From an optimization exercise on the open Yosys and OpenROAD flow, aimed at small area, a short achievable clock period and few clock cycles; shortcuts taken in it are not production practice. In this exercise RTL edits were held to simulation tests only and were not proved equivalent to the original.

// M1
module M1 (
		input logic clk,
		input logic reset,
		input logic M1_start,
		input logic [15:0] SRAM_read_data,
		output logic [17:0] M1_SRAM_Address,
		output logic [15:0] M1_SRAM_write_data,
		output logic M1_Status,
		output logic M1_SRAM_we_n
);
Size in the first run: about 2200 cells after synthesis, roughly 390 flip-flops, about 55 I/O pins, roughly 25000 um^2 of cells after synthesis.
export LEC_CHECK = 0
export CAP_MARGIN = 20
export CORE_MARGIN = 2
export CORE_UTILIZATION = 70
export CTS_CLUSTER_DIAMETER = 90
export CTS_CLUSTER_SIZE = 30
export SLEW_MARGIN = 20
create_clock -name core_clock -period 13.0 [get_ports {clk}]
run.sh (not shown) runs the stock make flow with config.mk's settings and CLKGATE_MAP_FILE= SYNTH_SCRIPT=/design/flow/synth_recipe.tcl, a recipe that flattens the netlist after the stock synthesis.
The starting point completed with no timing, DRC or antenna violations.
Testbench counts at the start, summed over its fixed seeds: cycles 1,165,026.
Rerun with:
CORE_UTILIZATION = 75   (was 70)
CTS_CLUSTER_DIAMETER = not set   (was 90)
CTS_CLUSTER_SIZE = not set   (was 30)
=> Sequential cell count does not change; count of clock-buffer cells in the layout rose by 30; via count rose by about 4%; routed wire length rose by 6.9%; cell count rose by 0.96%; design area rose by 2.6%.

* * *

Another version of the RTL of M1 (not shown whole).
Size: ~2200 cells after synthesis.
Design M1, start of the top module:
module M1 (
		input logic clk,
		input logic reset,
		input logic M1_start,
		input logic [15:0] SRAM_read_data,
		output logic [17:0] M1_SRAM_Address,
		output logic [15:0] M1_SRAM_write_data,
		output logic M1_Status,
		output logic M1_SRAM_we_n
);
localparam logic [17:0] U_START_ADDRESS = 18'd38400, V_START_ADDRESS = 18'd57600,
                        RGB_START_ADDRESS = 18'd146944;
logic        run, lead, done;    
logic [9:0]  pq;          
logic        dummy;       
logic        first;       
logic [6:0]  k;           
logic [15:0] yc;          
logic [17:0] ra;          
logic        chv;         
logic        start_r;
logic [7:0]  wu0, wu1, wu2, wu3, wu4, wu5, bufu;
logic [7:0]  wv0, wv1, wv2, wv3, wv4, wv5, bufv;
logic [7:0]  yb;          
logic [7:0]  yl;          
logic [22:0] yt;          
logic [8:0]  pu, pv;      
logic        qu, qv;      
logic [8:0]  pa, pb, pc;  
logic [20:0] ft;          
logic [70:0] res;         
logic [7:0]  b0h;
wire idle = ~run & ~lead & ~done;
wire p0 = pq[0], p1 = pq[1], p2 = pq[2], p3 = pq[3], p4 = pq[4];
wire p5 = pq[5], p6 = pq[6], p7 = pq[7], p8 = pq[8], p9 = pq[9];
logic inrow;       
logic tail;        
logic to_lead;     
always_ff @(posedge clk) begin
	inrow <= (k <= 7'd77);
	tail <= (k == 7'd80);
	to_lead <= dummy | ((k == 7'd79) & (yc < 16'd38400));
end
wire ys_1 = yb[7] ^ yb[5];
wire ys_2 = yb[7] & yb[5];
wire ys_3 = yb[6] ^ yb[4];
wire ys_4 = yb[6] & yb[4];
wire ys_5 = yb[7] ^ yb[5];
wire ys_6 = yb[7] & yb[5];
wire ys_7 = yb[4] ^ yb[2];
wire ys_8 = yb[4] & yb[2];
wire ys_9 = yb[5] ^ yb[3] ^ yb[1];
wire ys_10 = (yb[5] & yb[3]) | (yb[5] & yb[1]) | (yb[3] & yb[1]);
wire ys_11 = yb[6] ^ yb[4] ^ yb[2];
wire ys_12 = (yb[6] & yb[4]) | (yb[6] & yb[2]) | (yb[4] & yb[2]);
wire ys_13 = ~(yb[3] ^ yb[0]);
  ...
clock: 13.0 ns
lec_check: 0
cap_margin: 0
core_margin: 2
core_utilization: 75
cts_cluster_diameter: 100
cts_cluster_size: 24
slew_margin: 0
The starting point completed without violations.
Testbench counts at the start, summed over its fixed seeds: cycles 1,165,026.
Rerun with:
==> flow/config.mk (replaced) <==
export PLATFORM = sky130hd
export DESIGN_NAME = M1
export DESIGN_NICKNAME = M1
export VERILOG_FILES = /design/flow/design.v
export SDC_FILE = /design/flow/constraint.sdc
export NUM_CORES = 4
export LEC_CHECK = 0
export CAP_MARGIN = 20
export CORE_MARGIN = 2
export CORE_UTILIZATION = 75
export CTS_CLUSTER_DIAMETER = 120
export CTS_CLUSTER_SIZE = 28
export SLEW_MARGIN = 20
The new run produced a clean layout.
Sequential share of layout area is about the same.
Global-route usage went down by 0.31 points.
Routed wire length went down by 0.54%.
Via count barely changes.
Synthesized cell count stays the same.
Clock-buffer cell count went down by 4.

* * *

## before
Another version of the RTL of M1 (not shown whole).
Size in the first run: about 2200 cells after synthesis, ~390 flip-flops, ~25000 µm² of cells after synthesis.
==> flow/config.mk <==
export PLATFORM = sky130hd
export DESIGN_NAME = M1
export DESIGN_NICKNAME = M1
export VERILOG_FILES = /design/flow/design.v
export SDC_FILE = /design/flow/constraint.sdc
export NUM_CORES = 4
export LEC_CHECK = 0
export CAP_MARGIN = 20
export CORE_MARGIN = 2
export CORE_UTILIZATION = 50
export CTS_BUF_LIST = sky130_fd_sc_hd__clkbuf_8
export SLEW_MARGIN = 20
==> flow/constraint.sdc <==
create_clock -name core_clock -period 13.0 [get_ports {clk}]
set_input_delay 2.6000 -clock core_clock [delete_from_list [all_inputs] [get_ports {clk}]]
set_output_delay 2.6000 -clock core_clock [all_outputs]
set_load 0.01 [all_outputs]
before finished end to end and its layout was clean on timing, DRC and antenna.
Testbench counts of before, summed over its fixed seeds: cycles 1,165,026.
> inputs changed (before -> after)
# before
export LEC_CHECK = 0
export CAP_MARGIN = 20
export CORE_MARGIN = 2
export CORE_UTILIZATION = 50
export CTS_BUF_LIST = sky130_fd_sc_hd__clkbuf_8
export SLEW_MARGIN = 20
create_clock -name core_clock -period 13.0 [get_ports {clk}]
# after
export LEC_CHECK = 0
export CAP_MARGIN = 20
export CORE_MARGIN = 2
export CORE_UTILIZATION = 65
export SLEW_MARGIN = 20
create_clock -name core_clock -period 13.0 [get_ports {clk}]
[summary]
Going from before to after, post-synthesis instance area comparable, via count now larger. Clock latency at the later pin of the worst-skew pair down 70 ps in after wrt before. Changes observed in after relative to before: post-synthesis cell type count did not really move, required arrival time at the worst endpoint stayed essentially flat. Going from before to after, non-clock buffer count shrank by a few percent. after against before: number of detailed-route iterations in the first pass went down by 2; hold slack picked up an extra 20 ps; last weighted congestion value of the routability-driven placer went up about 8%.

* * *

Setup of alpha:
M1, a different RTL version from the one above (not shown whole).
Size in the first run: roughly 2700 cells after synthesis, about 400 flip-flops.
clock: 13.0 ns
lec_check: 0
abc_area: 1
cap_margin: 20
core_margin: 2
core_utilization: 75
cts_cluster_diameter: 100
cts_cluster_size: 24
slew_margin: 20
alpha reached the end of the flow, and the finished layout is clean on the timing, DRC and antenna checks.
Testbench counts of alpha, summed over its fixed seeds: cycles 1,165,026.
[inputs] beta vs alpha
Settings: changing CTS_CLUSTER_DIAMETER from 100 to 110; changing CTS_CLUSTER_SIZE from 24 to 28; removing ABC_AREA (formerly 1).
## What came out
- Taking alpha as the reference, in beta die boundary width decreased 3.7 um, maximum frequency essentially unchanged.
- Summary: with alpha as the reference, count of inserted tapcells in beta moved down by a few percent.
- Of alpha and beta, the run reporting the higher average cell area after synthesis was beta.
Changes in gamma relative to beta:
Settings: CORE_UTILIZATION changed from 75 to 80; CTS_CLUSTER_SIZE changed from 28 to 24; CTS_CLUSTER_DIAMETER changed from 110 to 100.
### Flow results
beta and gamma ended up with roughly the same multi-input gate share of total cell area. gamma gives more post-DP HPWL than beta did. Reported for beta and gamma, post-synth design cell area turned out identical to the last digit. As far as clock latency reported for the late side of the worst-skew pair is concerned, beta and gamma perform about the same. gamma finished all stages; the layout is clean. Comparing beta and gamma, the higher starting utilization of the core area is on gamma. The total routed wirelength reported for gamma is greater than that of beta by 4000 um.

* * *

main:
Another version of the RTL of M1 (not shown whole).
Size: roughly 2100 cells after synthesis, about 400 flip-flops, roughly 55 I/O pins.
export LEC_CHECK = 0
export CAP_MARGIN = 20
export CORE_MARGIN = 2
export CORE_UTILIZATION = 78
export CTS_CLUSTER_DIAMETER = 100
export CTS_CLUSTER_SIZE = 24
export SLEW_MARGIN = 20
create_clock -name core_clock -period 13.0 [get_ports {clk}]
Testbench counts of main, summed over its fixed seeds: cycles 1,165,026.
Inputs modified between main and the feature branch:
--- a/flow/config.mk
+++ b/flow/config.mk
@@ -8,5 +8,5 @@
 export CAP_MARGIN = 20
 export CORE_MARGIN = 2
-export CORE_UTILIZATION = 78
+export CORE_UTILIZATION = 75
 export CTS_CLUSTER_DIAMETER = 100
 export CTS_CLUSTER_SIZE = 24
### Flow results
- main -> the feature branch: count of vias placed by the detailed router flat
- [compare] base=main new=the feature branch: pin slew with the least headroom to its limit has increased; proportion of cell area occupied by multi-input gates has remained practically unchanged; largest stage delay on the critical path has remained practically unchanged.
- Relative to main, global-route total usage across every layer has decreased by 1.6 points in the feature branch.
- Comparing the feature branch and main, floorplan die width is higher on the feature branch.
- Lower die span in y was reported by main, not the feature branch.
- When the final numbers for the feature branch and main were put side by side, the vias per cell turned out to be smaller in the feature branch.

==> separate check: timing with driven ports <==
Ports are ideal in the flow. The routed layouts listed here were re-timed in OpenROAD. Step 1, drivers: a clkbuf_16 drives clk and a buf_2 each remaining input, both assumed. Step 2 adds t to the input delays and takes it off the output delays; t is the mean of the earliest and latest rising clock arrival at the registers after step 1. Input paths then give back, and output paths get back, about the clock's delay inside the block. Slacks: ideal ports / drivers / drivers and shift; pairs: ideal ports / drivers.
run	shift t [ns]	slack for setup (ns)	hold WS [ns]	cell pins on the clock port's net
the first run of note 1	0.593	8.965 / 8.906 / 8.966	0.395 / 0.395 / 0.395	1
the second run of note 1	0.594	8.955 / 8.908 / 8.955	0.402 / 0.402 / 0.402	1
the first run of note 2	0.590	8.665 / 8.665 / 8.665	0.393 / 0.393 / 0.393	1
the second run of note 2	0.587	8.657 / 8.657 / 8.657	0.397 / 0.397 / 0.397	1
before	0.695	8.782 / 8.729 / 9.050	0.404 / 0.404 / 0.404	1
after	0.622	8.871 / 8.814 / 9.094	0.423 / 0.423 / 0.423	1
alpha	0.595	8.973 / 8.917 / 9.284	0.402 / 0.402 / 0.402	1
beta	0.597	8.967 / 8.911 / 9.052	0.393 / 0.393 / 0.393	1
gamma	0.595	8.966 / 8.914 / 9.051	0.392 / 0.392 / 0.392	1
main	0.595	8.970 / 8.914 / 9.122	0.396 / 0.396 / 0.396	1
the feature branch	0.593	8.980 / 8.925 / 9.162	0.400 / 0.400 / 0.400	1
After both steps setup and hold are still met in every run listed.
